What follows belongs to an exercise in optimizing a design on an open flow for small area and a short achievable clock period; a production flow would make more cautious choices. The RTL was checked by simulation tests, not by an equivalence proof against the original design. Power figures rest on the tool's default switching activity, not on a simulated workload.

`flow/design.v`:
```
module avalon_host #(
    parameter DEPTH = 32,               
    parameter AW    = $clog2(DEPTH)     
) (
    input clk,
    input rst_n,
	 input reset_release,
    input [127:0] s_axi_data,
    input s_axi_valid,
    input s_axi_last,
    output reg ready_out,  
    input s_axi_ready,
    output reg [31:0] avm_address,
    output reg [31:0] avm_burstcount,
    output reg avm_write,
    output reg [127:0] avm_writedata,
    output reg [15:0] avm_byteenable,
    output reg avm_read_0,
    input avm_readdatavalid_0,
    input [127:0] avm_readdata_0
);
    reg [127:0] fifo_mem [0:DEPTH-1];
    reg [AW-1:0] wr_ptr;
    reg [AW-1:0] rd_ptr;
    reg [AW:0]   fifo_count;       
    reg [7:0] aval_ptr;       
    localparam [1:0] RESET = 2'b00,
                     WRITE = 2'b01,
                     READ  = 2'b10;
    reg [1:0] state, next_state;
    wire push = s_axi_valid && ready_out;
    wire pop  = (state == WRITE) && (fifo_count > 0);
    always @(posedge clk) begin
        if (push)
            fifo_mem[wr_ptr] <= s_axi_data;
    end
    always @(posedge clk or negedge rst_n) begin
        if (!rst_n) begin
            state <= RESET;
            next_state <= RESET;
            wr_ptr <= 0;
            rd_ptr <= 0;
            fifo_count <= 0;
            avm_write <= 0;
            avm_burstcount <= 1;
            avm_read_0 <= 0;
            ready_out <= 1;  
            aval_ptr <= 0;
        end else begin
            case (state)
                RESET: begin
                    avm_write <= 0;
                    avm_read_0 <= 0;
                    next_state <= WRITE;
                    ready_out <= 1;
                end
                WRITE: begin
                    if (fifo_count > 0) begin
                        avm_write <= 1;
                        avm_address <= rd_ptr * 16;
                        avm_writedata <= fifo_mem[rd_ptr];
                        avm_byteenable <= 16'hFFFF;
                        rd_ptr <= rd_ptr + 1;
                    end else begin
                        avm_write <= 0;
                        next_state <= READ;
                    end
                end
                READ: begin
                    if (fifo_count==0) begin
                        avm_read_0 <= 1;
                        avm_address <= aval_ptr * 16;
                    end else if (avm_readdatavalid_0) begin
                        avm_address <= aval_ptr *16;
                        aval_ptr <= aval_ptr + 1;
                        avm_read_0 <= 0;
                        next_state <= WRITE;
                    end
                end
                default: begin
                    next_state <= RESET;
                end
            endcase
            state <= next_state;
            if (push) begin
                wr_ptr <= wr_ptr + 1;
                if (fifo_count == DEPTH-1) begin
                    ready_out <= 0;
                end
            end else if (fifo_count < DEPTH-1) begin
                ready_out <= 1;
            end
            fifo_count <= fifo_count + push - pop;
        end
    end
endmodule
```
`flow/run.sh`:
```
#!/bin/bash
# synth_recipe.tcl (not shown) runs the flow's synth.tcl, then flattens the netlist and writes it again
# the make line also repeats each setting of config.mk as NAME=value (left out here)
make -C /OpenROAD-flow-scripts/flow DESIGN_CONFIG=/design/flow/config.mk WORK_HOME=/design/flow/orfs CLKGATE_MAP_FILE= SYNTH_SCRIPT=/design/flow/synth_recipe.tcl finish
```
`flow/config.mk`:
```
export PLATFORM = sky130hd
export DESIGN_NAME = avalon_host
export DESIGN_NICKNAME = avalon_host
export VERILOG_FILES = /design/flow/design.v
export SDC_FILE = /design/flow/constraint.sdc
export NUM_CORES = 4
export LEC_CHECK = 0
export CAP_MARGIN = 20
export CORE_MARGIN = 2
export CORE_UTILIZATION = 40
export SLEW_MARGIN = 20
```
`flow/constraint.sdc`:
```
create_clock -name core_clock -period 4.0 [get_ports {clk}]
set_input_delay 0.8000 -clock core_clock [delete_from_list [all_inputs] [get_ports {clk}]]
set_output_delay 0.8000 -clock core_clock [all_outputs]
set_load 0.01 [all_outputs]
```
==> results of run 1 <==
-- cell usage in the layout (no fill, tap or decap), types with 72 or more instances in the layout --
cell type        count
buf_4              142
edfxtp_1          4232
clkbuf_16          429
clkbuf_1            97
mux2i_1            462
buf_12             173
mux4_2             793
clkdlybuf4s50_1    236
clkinv_1           110
a211oi_1           154
o22ai_1            332
a22oi_1            230
conb_1              72
-- area by class of cell --
type	count	area [um^2]	share of cell area, %
clock inverter	239	2100	1.13
clock buffer	526	11100	5.99
multi-input combinational	2362	30500	16.5
tap	5265	6590	3.55
sequential	4263	128000	69.0
timing repair buffer	586	7070	3.81
antenna	25	62.6	0.0337
inverter	14	52.6	0.0283
-- state kept, by name, summed over array words and instances (netlist names), 2 cells and up --
signal	flops
aval_ptr	8
avm_address	8
avm_writedata	128
fifo_count	6
fifo_mem	4096
next_state	2
rd_ptr	5
state	2
wr_ptr	5
-- worst paths after layout --
kind / startpoint / endpoint / slack, ns / cells after the start
max: rd_ptr[1]$_DFFE_PN0P_ / avm_writedata[114]$_DFFE_PP_ / 0.79 / 5
min: s_axi_data[18] / fifo_mem[16][18]$_DFFE_PP_ / 0.34 / 1
max reg2reg: rd_ptr[1]$_DFFE_PN0P_ / avm_writedata[114]$_DFFE_PP_ / 0.79 / 5
min reg2reg: next_state[1]$_DFFE_PN0P_ / state[1]$_DFF_PN0_ / 0.38 / 0
max in group asynchronous: rst_n / rd_ptr[1]$_DFFE_PN0P_ / 3.06 / 3
min in group asynchronous: rst_n / aval_ptr[6]$_DFFE_PN0P_ / 0.52 / 3
-- critical path: stages (launching register included) --
cell and delay (ns):
dfrtp_4 0.97, or3_2 0.82, buf_4 0.50, o221ai_1 0.19, a21oi_1 0.30, a211oi_2 0.11
-- per-layer routing --
metal / routed length, um / part of all wire [%] / up-vias
met5: 161 / 0.038 / -
met2: 212000 / 50 / 3133
met1: 174000 / 41 / 42300
li1: - / - / 31300
met4: 11600 / 2.7 / 26
met3: 29700 / 6.9 / 645
-- cell families (layout without fill, tap and decap cells) --
group                    count (synthesis)  count (layout)  share of synthesized area [%]
AO/OA/AOI/OAI                          892             892                           4.02
XOR/XNOR                                17              17                         0.0928
adder cells (fa/ha/maj)                 17              17                          0.137
buffers and inverters                  491            1365                           1.67
flip-flops                            4263            4263                           79.7
multiplexers                          1262            1262                           14.1
other                                    2              97                        0.00468
AND/OR/NAND/NOR                        102             102                          0.330
-- power breakdown --
group	internal (mW)	total, mW	switching, mW
registers	53.2	55.0	1.82
clock network	21.4	38.1	16.7
logic	15.2	35.5	20.3
total	89.8	129	38.8
==> reports/results.ini, run 1 <==
[logic_synthesis]
yosysMostFrequentCell = edfxtp_1
yosys_most_used_dff = edfxtp_1
synth-edff-count = 4232
synthCells = 7046
async_reset_ff_share_pct = 0.727
netlist_area_mm2 = 0.160
synth-seq-cells = 4263
synth.area.top_cells = edfxtp_1 (79%), mux4_2 (11%), mux2i_1 (2.9%)
ys_seq_area_share_pct = 79.7
yosys_warnings = 1
syn_area_per_cell_um2 = 22.8
synth_top_area_cell = edfxtp_1
synth_common_cells = edfxtp_1 (4,232), mux4_2 (793), mux2i_1 (462), o22ai_1 (332), a22oi_1 (230)
yosys.cell_types.count = 57
synth.top_cell.area_share_pct = 79.2

[global_routing]
grt_pass1_wl_um = 600000
grt_remaining_overflow = 0
grt_pass1_vias = 78200
grtUsageTotal_pct = 20.7
grt_max_degree = 112
gr-max-usage-layer = met2
met1_usage_pct = 28.3
antenna_found_initial = 67
grt.met3_usage_pct = 3.33
met2_usage_pct = 34.7

[die]
num_io_pins = 474
start_util_pct = 40.2
dieArea_mm2 = 0.406
fp-row-count = 232
coreArea_mm2 = 0.399
die_y_um = 637
die_x_um = 637

[finish]
area_growth_pct = 15.5
fin_util_pct = 46.4
stdcell_area_mm2 = 0.185
final_net_count = 7929
fin_cells = 13300
fill_cells = 32600
drive_gt1_share_pct = 22.8

[placed_design]
globalplace.congestion = 0.757
place_worst_setup_slack_ns = 0.438
placed_cells = 12500
port_buffers = 270
hpwlAfterDp_um = 227000
placed_area_mm2 = 0.172

[setup_path]
cp_data_arrival_time_ns = 3.92
crit_required_ns = 4.71
cp-start-kind = flip-flop
cp_max_fo = 27
end_kind = flip-flop
worst-setup-path-type = flip-flop to flip-flop

[clock_network]
htreeDepth = 5
root_buffer = clkbuf_16
cts_hold_buffers = 1
numClockSinks = 4263
clock_path_buffers = 4
post_cts_resized = 0
clk_pin_slew_ns = 0.07
post_cts.repair.setup_buffers = 0
cts_tree = done
cts_buffers = 422
clock_insertion_delay_worst_skew_ns = 0.97

[drt]
post_drt_via_cell_ratio = 5.83
vias = 77400
dr.pass1.iters = 7
wl_per_cell_um = 32.2
wirelength_um = 427000
drc_errors = 0
ant_nets = 0
drtIter0Drc = 8726

[sta]
setup_ws_ns = 0.786
holdWs_ns = 0.341
post-route-min-period_ns = 3.21
period_share_pct = 80.4
rsz0062_at_grt = false
finClkSkew_ns = 0.0715
fin_tns_setup_ns = 0
fmax_ghz = 0.311
tightest_slew_ns = 1.10
setup_viol = 0
hold_violations = 0
slew_headroom_pct = 26.2
finalMaxSlewViolations = 0

[power_and_ir_drop]
peakVddDrop_mv = 0.455
leakage_nw = 58.1
powerDensity_mw_per_mm2 = 694
power_mw = 129

[min_path]
hold_class = input pin to flip-flop

[outcome]
outcome = complete, no violations

[job]
drv_cap = 0

==> run 2, diff against run 1 <==
==> flow/design.v (replaced) <==
module avalon_host #(
    parameter DEPTH = 32,               
    parameter AW    = $clog2(DEPTH)     
) (
    input clk,
    input rst_n,
	 input reset_release,
    input [127:0] s_axi_data,
    input s_axi_valid,
    input s_axi_last,
    output reg ready_out,  
    input s_axi_ready,
    output [31:0] avm_address,
    output [31:0] avm_burstcount,
    output reg avm_write,
    output reg [127:0] avm_writedata,
    output [15:0] avm_byteenable,
    output reg avm_read_0,
    input avm_readdatavalid_0,
    input [127:0] avm_readdata_0
);
    reg [AW-1:0] wr_ptr;
    reg [AW-1:0] rd_ptr;
    reg [AW:0]   fifo_count;
    reg [7:0]    aval_ptr;
    reg [7:0]    addr_q;           
    localparam [1:0] RESET = 2'b00,
                     WRITE = 2'b01,
                     READ  = 2'b10;
    reg [1:0] state, next_state;
    wire push = s_axi_valid && ready_out;
    reg  pop;                      
    reg  empty;                    
    assign avm_burstcount = 32'd1;
    assign avm_byteenable = 16'hFFFF;
    assign avm_address    = {20'd0, addr_q, 4'd0};
    reg [DEPTH-1:0] wen;           
    reg [DEPTH-1:0] rd_oh;         
    reg [128*DEPTH-1:0] store;
    genvar g;
    generate
        for (g = 0; g < DEPTH; g = g + 1) begin : slot
            always @(posedge clk)
                if (wen[g])
                    store[128*g +: 128] <= s_axi_data;
        end
    endgenerate
    reg [127:0] rdata;
    integer k;
    always @(*) begin
        rdata = 128'd0;
        for (k = 0; k < DEPTH; k = k + 1)
            rdata = rdata | (store[128*k +: 128] & {128{rd_oh[k]}});
    end
    always @(posedge clk)
        if (pop)
            avm_writedata <= rdata;
    wire [AW-1:0] wr_ptr_n = wr_ptr + push;
    wire [AW:0]   cnt_n    = fifo_count + push - pop;
    wire ready_n = push ? (fifo_count != DEPTH-1)
                        : ((fifo_count < DEPTH-1) | ready_out);
    always @(posedge clk or negedge rst_n) begin
        if (!rst_n) begin
            wen   <= {{(DEPTH-1){1'b0}}, 1'b1};
            rd_oh <= {{(DEPTH-1){1'b0}}, 1'b1};
            pop   <= 1'b0;
            empty <= 1'b1;
        end else begin
            wen   <= ready_n ? ({{(DEPTH-1){1'b0}}, 1'b1} << wr_ptr_n) : {DEPTH{1'b0}};
            pop   <= (next_state == WRITE) && (cnt_n != 0);
            empty <= (cnt_n == 0);
            if (pop)
                rd_oh <= {rd_oh[DEPTH-2:0], rd_oh[DEPTH-1]};
        end
    end
    always @(posedge clk or negedge rst_n) begin
        if (!rst_n) begin
            state <= RESET;
            next_state <= RESET;
            wr_ptr <= 0;
            rd_ptr <= 0;
            fifo_count <= 0;
            avm_write <= 0;
            avm_read_0 <= 0;
            ready_out <= 1;
            aval_ptr <= 0;
        end else begin
            case (state)
                RESET: begin
                    avm_write <= 0;
                    avm_read_0 <= 0;
                    next_state <= WRITE;
                end
                WRITE: begin
                    if (!empty) begin
                        avm_write <= 1;
                        addr_q <= {3'd0, rd_ptr};
                        rd_ptr <= rd_ptr + 1;
                    end else begin
                        avm_write <= 0;
                        next_state <= READ;
                    end
                end
                READ: begin
                    if (empty) begin
                        avm_read_0 <= 1;
                        addr_q <= aval_ptr;
                    end else if (avm_readdatavalid_0) begin
                        addr_q <= aval_ptr;
                        aval_ptr <= aval_ptr + 1;
                        avm_read_0 <= 0;
                        next_state <= WRITE;
                    end
                end
                default: begin
                    next_state <= RESET;
                end
            endcase
            state <= next_state;
            wr_ptr <= wr_ptr_n;
            ready_out <= ready_n;
            fifo_count <= cnt_n;
        end
    end
endmodule
--- a/flow/config.mk
+++ b/flow/config.mk
@@ -7,5 +7,6 @@
 export LEC_CHECK = 0
 export CAP_MARGIN = 20
 export CORE_MARGIN = 2
-export CORE_UTILIZATION = 40
+export CORE_UTILIZATION = 60
+export SETUP_SLACK_MARGIN = 1.2
 export SLEW_MARGIN = 20
==> run 2 against run 1 <==
Sequential share of layout area increased by 5.2 points. Flip-flop and latch count increased by 66. Via count increased by 15%. Clock skew decreased by 0.021 ns. Maximum frequency increased by 12%. Critical path depth decreased by 1. Register-to-register slack improved by 0.34 ns.
==> reports/results.ini, run 2 <==
[logic_synthesis]
synth.top_cell.area_share_pct = 83.0
yosys_most_used_dff = edfxtp_1
async_reset_ff_share_pct = 2.24
yosys_warnings = 1
synth_top_area_cell = edfxtp_1
ys_seq_area_share_pct = 84.6
yosys.cell_types.count = 47
syn_area_per_cell_um2 = 19.8
synthCells = 7739
synth_common_cells = edfxtp_1 (4,232), a22oi_1 (2,048), nand4_1 (518), clkbuf_1 (251), buf_2 (179)
netlist_area_mm2 = 0.153
yosysMostFrequentCell = edfxtp_1
synth-edff-count = 4232
synth.area.top_cells = edfxtp_1 (83%), a22oi_1 (10%), nand4_1 (2.1%)
synth-seq-cells = 4329

[sta]
rsz0062_at_grt = true
period_share_pct = 71.8
post-route-min-period_ns = 2.87
finalMaxSlewViolations = 0
holdWs_ns = 0.321
slew_headroom_pct = 21.2
fin_tns_setup_ns = 0
hold_violations = 0
setup_ws_ns = 1.13
fmax_ghz = 0.348
setup_viol = 0
finClkSkew_ns = 0.0504
tightest_slew_ns = 1.18

[placed_design]
placed_cells = 11200
globalplace.congestion = 0.794
port_buffers = 270
placed_area_mm2 = 0.161
place_worst_setup_slack_ns = 0.662
hpwlAfterDp_um = 240000

[setup_path]
path_buf_inv = 1
worst-setup-path-type = flip-flop to flip-flop
crit_required_ns = 4.63
worstPathCellList = buf_12 -> a22oi_1 -> nand4_1 -> or4_1
cp_data_arrival_time_ns = 3.50
cp_max_fo = 50
end_kind = flip-flop
cpPeakStageDelay_ns = 0.84
cp_top_family = simple AND/OR/NAND/NOR gates
cp_slowest_cell = dfrtp_4
cp-start-kind = flip-flop
rrSetupSlack_ns = 1.13

[drt]
ant_nets = 0
drc_errors = 0
wirelength_um = 504000
drtIter0Drc = 15800
dr.pass1.iters = 8
post_drt_via_cell_ratio = 7.45
wl_per_cell_um = 42.1
vias = 89200

[finish]
largest_reg_flops = 4096
largest-register = store
fin_util_pct = 68.9
fill_cells = 16000
stdcell_area_mm2 = 0.175
fin_cells = 12000
final_net_count = 8508
most-common-layout-cells = edfxtp_1 (4,232), a22oi_1 (2,048), nand4_1 (518), clkbuf_16 (436), clkdlybuf4s50_1 (226)
reg.largest.list = store (4096), avm_writedata (128)
area_growth_pct = 14.4
drive_gt1_share_pct = 11.3
final_common_cell = edfxtp_1

[die]
start_util_pct = 60.3
die_y_um = 509
die_x_um = 509
fp-row-count = 185
coreArea_mm2 = 0.254
num_io_pins = 474
dieArea_mm2 = 0.259

[job]
drv_cap = 0

[global_routing]
grt_max_degree = 96
grt_pass1_vias = 84000
grt_pass1_wl_um = 680000
antenna_found_initial = 41
grtUsageTotal_pct = 38.4
grt_remaining_overflow = 0

[clock_network]
clk_pin_slew_ns = 0.06
clock_insertion_delay_worst_skew_ns = 0.98
cts_buffers = 432
root_buffer = clkbuf_16
numClockSinks = 4329
clock_path_buffers = 4
cts_tree = done
htreeDepth = 5

[power_and_ir_drop]
leakage_nw = 55.0
powerDensity_mw_per_mm2 = 622
power_mw = 109
peakVddDrop_mv = 0.519

[min_path]
hold_class = input pin to flip-flop

[outcome]
outcome = complete, no violations

## run 2: cell types whose count changed in the layout (fill, tap and decap cells not counted), sizes merged, moves of 17 or more
cell         delta
mux2           +34
nor2           -17
o22ai         -330
dlygate4sd2    +30
a22oi        +1818
buf            -90
o221ai         -52
dfrtp          +63
a211oi        -204
mux2i         -462
or4           +128
mux4          -793
a21oi          -56
nand4         +513
## run 2: worst paths after layout
check	from	to	cells after the start
setup reg to reg	rd_oh[9]$_DFFE_PN0P_	avm_writedata[35]$_DFFE_PP_	4
max in group asynchronous	rst_n	wen[9]$_DFF_PN0_	3
min in group asynchronous	rst_n	rd_oh[3]$_DFFE_PN0P_	2
hold reg to reg	next_state[1]$_DFFE_PN0P_	state[1]$_DFF_PN0_	0
hold / removal	s_axi_data[65]	store[577]$_DFFE_PP_	1
setup / recovery	rd_oh[9]$_DFFE_PN0P_	avm_writedata[35]$_DFFE_PP_	4
## run 2: what timing repair did
item / 4_1_cts / 5_1_grt
endpoints found under the hold margin: 29 / 0
resized for setup: 32 / 4
hold buffers: 1 / 0
endpoints found under the setup margin: 31 / 14
pin swaps: 0 / 0
setup buffers: 0 / 3
## run 2: metal layers
metal	part of all wire, %	vias up	global-route usage [%]
met1	37	46900	56.3
li1	-	34000	-
met2	47	7242	59.6
met3	13	1049	6.57
met4	3.4	30	12.2
met5	0.037	-	0
## run 2: area by class of cell
cell class | instances | area [um^2] | share of cell area, %
multi-input cells | 2935 | 21200 | 12.1
repair buffers | 518 | 6150 | 3.51
flip-flops and latches | 4329 | 130000 | 74.1
well taps | 3366 | 4210 | 2.41
clock buffers | 540 | 11400 | 6.48
diodes | 22 | 55.1 | 0.0315
clock inverters | 238 | 2270 | 1.30
inverters | 16 | 60.1 | 0.0343
## run 2: cells by family (layout without fill, tap and decap cells)
group	after synthesis	in the layout	share of synthesized area [%]
DFF	4329	4329	84.6
AOI/OAI and AO/OA	2067	2067	10.1
and+or+nand+nor	725	725	3.02
buffers and inverters	545	1312	1.70
muxes	41	41	0.302
xor gates and xnor gates	17	17	0.0973
adders and majority gates	13	13	0.111
other	2	94	0.00491
## run 2: worst register-to-register path: cells and delay by family, from the launching register on
family                 cells  cell delay (ns)
AO/OA/AOI/OAI              1             0.27
flip-flops                 1             0.84
buffers and inverters      1             0.51
AND/OR/NAND/NOR            2             0.94
## run 2: power by group
part           leakage [nW]  switching [mW]  internal [mW]
registers              39.7            3.17           57.1
logic                  8.68            7.44           1.90
clock network          6.68            16.7           22.7
total                  55.0            27.3           81.7
==> run 3, diff against run 2 <==
--- a/flow/config.mk
+++ b/flow/config.mk
@@ -7,6 +7,8 @@
 export LEC_CHECK = 0
 export CAP_MARGIN = 20
 export CORE_MARGIN = 2
-export CORE_UTILIZATION = 60
-export SETUP_SLACK_MARGIN = 1.2
+export CORE_UTILIZATION = 50
+export CTS_CLUSTER_DIAMETER = 60
+export CTS_CLUSTER_SIZE = 25
+export SETUP_SLACK_MARGIN = 1.6
 export SLEW_MARGIN = 20
==> run 3 against run 2 <==
Sequential power about the same. Largest power group unchanged. Still clean on timing, DRC and antenna. Critical endpoint is now avm_writedata[30]. Combinational power increased by 0.5%. Synthesized cell count unchanged.
==> reports/results.ini, run 3 <==
[finish]
largest-register = store
stdcell_area_mm2 = 0.174
final_common_cell = edfxtp_1
fill_cells = 22700
drive_gt1_share_pct = 13.4
area_growth_pct = 13.6
fin_cells = 12600
largest_reg_flops = 4096
reg.largest.list = store (4096), avm_writedata (128)
final_net_count = 8485
most-common-layout-cells = edfxtp_1 (4,232), a22oi_1 (2,047), nand4_1 (518), clkbuf_16 (286), buf_4 (170)

[drt]
vias = 89800
dr.pass1.iters = 6
wl_per_cell_um = 43.1
post_drt_via_cell_ratio = 7.15
drtIter0Drc = 17000
ant_nets = 0
wirelength_um = 541000
drc_errors = 0

[logic_synthesis]
synth_common_cells = edfxtp_1 (4,232), a22oi_1 (2,048), nand4_1 (518), clkbuf_1 (251), buf_2 (179)
yosys_warnings = 1
synth.top_cell.area_share_pct = 83.0
synth.area.top_cells = edfxtp_1 (83%), a22oi_1 (10%), nand4_1 (2.1%)
async_reset_ff_share_pct = 2.24
synth-edff-count = 4232
netlist_area_mm2 = 0.153
yosys.cell_types.count = 47
synthCells = 7739
ys_seq_area_share_pct = 84.6
syn_area_per_cell_um2 = 19.8
yosysMostFrequentCell = edfxtp_1
synth-seq-cells = 4329
synth_top_area_cell = edfxtp_1
yosys_most_used_dff = edfxtp_1

[sta]
hold_violations = 0
fmax_ghz = 0.384
finalMaxSlewViolations = 0
finClkSkew_ns = 0.0628
setup_viol = 0
post-route-min-period_ns = 2.60
rsz0062_at_grt = true
tightest_slew_ns = 1.20
period_share_pct = 65.0
slew_headroom_pct = 20.3
fin_tns_setup_ns = 0
holdWs_ns = 0.315

[setup_path]
worstPathCellList = buf_2
path_buf_inv = 1
cp_slowest_cell = edfxtp_1
r2r_start = ready_out$_DFF_PN1_
crit_required_ns = 3.20
critPathLaunch = avm_writedata[30]$_DFFE_PP_
cp-start-kind = flip-flop
worst-setup-path-type = flip-flop to output pin
cp_data_arrival_time_ns = 1.80
cp_max_fo = 1
cp_top_family = flip-flops
cpPeakStageDelay_ns = 0.65
end_kind = output pin

[clock_network]
root_buffer = clkbuf_16
clock_insertion_delay_worst_skew_ns = 0.98
htreeDepth = 5
cts_buffers = 280
cts_tree = done
numClockSinks = 4329
clock_path_buffers = 4
clk_pin_slew_ns = 0.09

[global_routing]
grtUsageTotal_pct = 34.1
grt_pass1_vias = 83900
grt_pass1_wl_um = 719000
grt_remaining_overflow = 0
antenna_found_initial = 74
grt_max_degree = 99

[job]
drv_cap = 0

[power_and_ir_drop]
powerDensity_mw_per_mm2 = 583
peakVddDrop_mv = 0.479
leakage_nw = 54.1
pwr-share-clk_pct = 31.4
p_comb_share_pct = 9.3
p_sw_mw = 27.7
intPower_mw = 73.6
pwr-share-seq_pct = 59.3
sw_frac_of_total_pct = 27.3

[placed_design]
hpwlAfterDp_um = 244000
placed_area_mm2 = 0.162
port_buffers = 270
placed_cells = 11900
globalplace.congestion = 0.789

[die]
die_x_um = 557
num_io_pins = 474
start_util_pct = 50.1
fp-row-count = 203
die_y_um = 557
dieArea_mm2 = 0.311
coreArea_mm2 = 0.305

[min_path]
hold_class = input pin to async pin

[outcome]
outcome = complete, no violations

[run 3: changes by cell type in the layout (fill, tap and decap cells not counted), sizes merged, moves of 6 or more]
| cell | delta |
|---|---|
| buf | +219 |
| bufbuf | +6 |
| bufinv | -28 |
| clkbuf | -242 |
| clkdlybuf4s15 | +37 |
| clkdlybuf4s50 | -104 |
| clkinv | -101 |
| clkinvlp | +7 |
| diode | +10 |
| dlygate4sd2 | -30 |
| inv | +95 |
[run 3: per-layer routing]
| layer | track usage [%] | routed length, um | vias to the layer above | share of wire, % |
|---|---|---|---|---|
| met5 | 0 | 299 | - | 0.055 |
| li1 | - | - | 33800 | - |
| met2 | 53.2 | 250000 | 7336 | 46 |
| met1 | 48.1 | 195000 | 47500 | 36 |
| met4 | 11.5 | 20500 | 46 | 3.8 |
| met3 | 6.99 | 74600 | 1073 | 14 |
[run 3: logic make-up after synthesis]
family | count (synthesis) | share of synthesized area, %
other | 2 | 0.00491
AO/OA/AOI/OAI | 2067 | 10.1
flip-flops | 4329 | 84.6
AND/OR/NAND/NOR | 725 | 3.02
XOR/XNOR | 17 | 0.0973
adder cells (fa/ha/maj) | 13 | 0.111
buffers and inverters | 545 | 1.70
multiplexers | 41 | 0.302
[run 3: worst paths after layout]
kind / endpoint / slack, ns / cells past startpoint
worst max-delay path: avm_writedata[30] / 1.40 / 1
worst min-delay path: rd_oh[9]$_DFFE_PN0P_ / 0.32 / 2
worst max register to register: pop$_DFF_PN0_ / 1.47 / 9
worst min register to register: state[1]$_DFF_PN0_ / 0.44 / 0
max in group asynchronous: rd_oh[10]$_DFFE_PN0P_ / 2.63 / 3
min in group core_clock: store[1410]$_DFFE_PP_ / 0.36 / 1
[run 3: area by class of cell]
cell class	instances	area, um^2	area share (%)
repair buffers	647	7650	4.40
clock buffers	294	7150	4.12
inverters	16	60.1	0.0346
flip-flops and latches	4329	130000	74.7
well taps	4100	5130	2.95
multi-input cells	2935	21300	12.3
diodes	32	80.1	0.0461
clock inverters	211	2620	1.51
[run 3: power by group through the flow]
stage,Clock [mW],Sequential [mW],Combinational (mW)
after global placement,0,60.8,9.25
final,31.8,60.0,9.39
after global routing,33.5,60.3,9.46
after floorplan,0,62.1,0.989
after detailed placement,0,61.0,9.31
after CTS,32.0,59.9,9.14
[run 3: per-stage QoR]
stage,setup slack [ns],total power [mW],util (%)
detailed placement,0.478,70.3,53.1
global route,1.36,103,56.9
CTS,1.41,101,56.8
floorplan,0.628,63.0,-
global placement,0.495,70.0,53.1
finish,1.40,101,56.9
[run 3: what timing repair did]
item                                    CTS  global route
endpoints found under the setup margin  391            76
hold buffers                              1             0
gates cloned                              6             2
gates resized for setup                 540            25
pin swaps                                 0             2
endpoints found under the hold margin    16             0
setup buffers                           111             6

-- re-timing with driven ports --
Ports are ideal in the flow. The routed layouts listed here were re-timed in OpenROAD. Step 1 sets driving cells, clkbuf_16 on the clock port and buf_2 on the other inputs (assumed; they add their load-dependent delay and slew). Step 2 adds t to the input delays and takes it off the output delays; t is the mean of the earliest and latest rising clock arrival at the registers after step 1. Input paths then give back, and output paths get back, about the clock's delay inside the block. Slacks: ideal / step 1 / step 2; pairs: ideal / step 1.
| run | t, ns | slack for setup (ns) | pins driven straight from the clock port |
|---|---|---|---|
| run 1 | 1.037 | 0.786 / 0.786 / 0.417 | 1 |
| run 2 | 1.058 | 1.128 / 1.128 / 0.645 | 1 |
| run 3 | 1.039 | 1.399 / 1.297 / 0.550 | 1 |
After both steps every run listed still meets setup and hold. The setup slack of run 3, which loses most, moves by -0.102 ns with the drivers and by -0.849 ns with both steps.
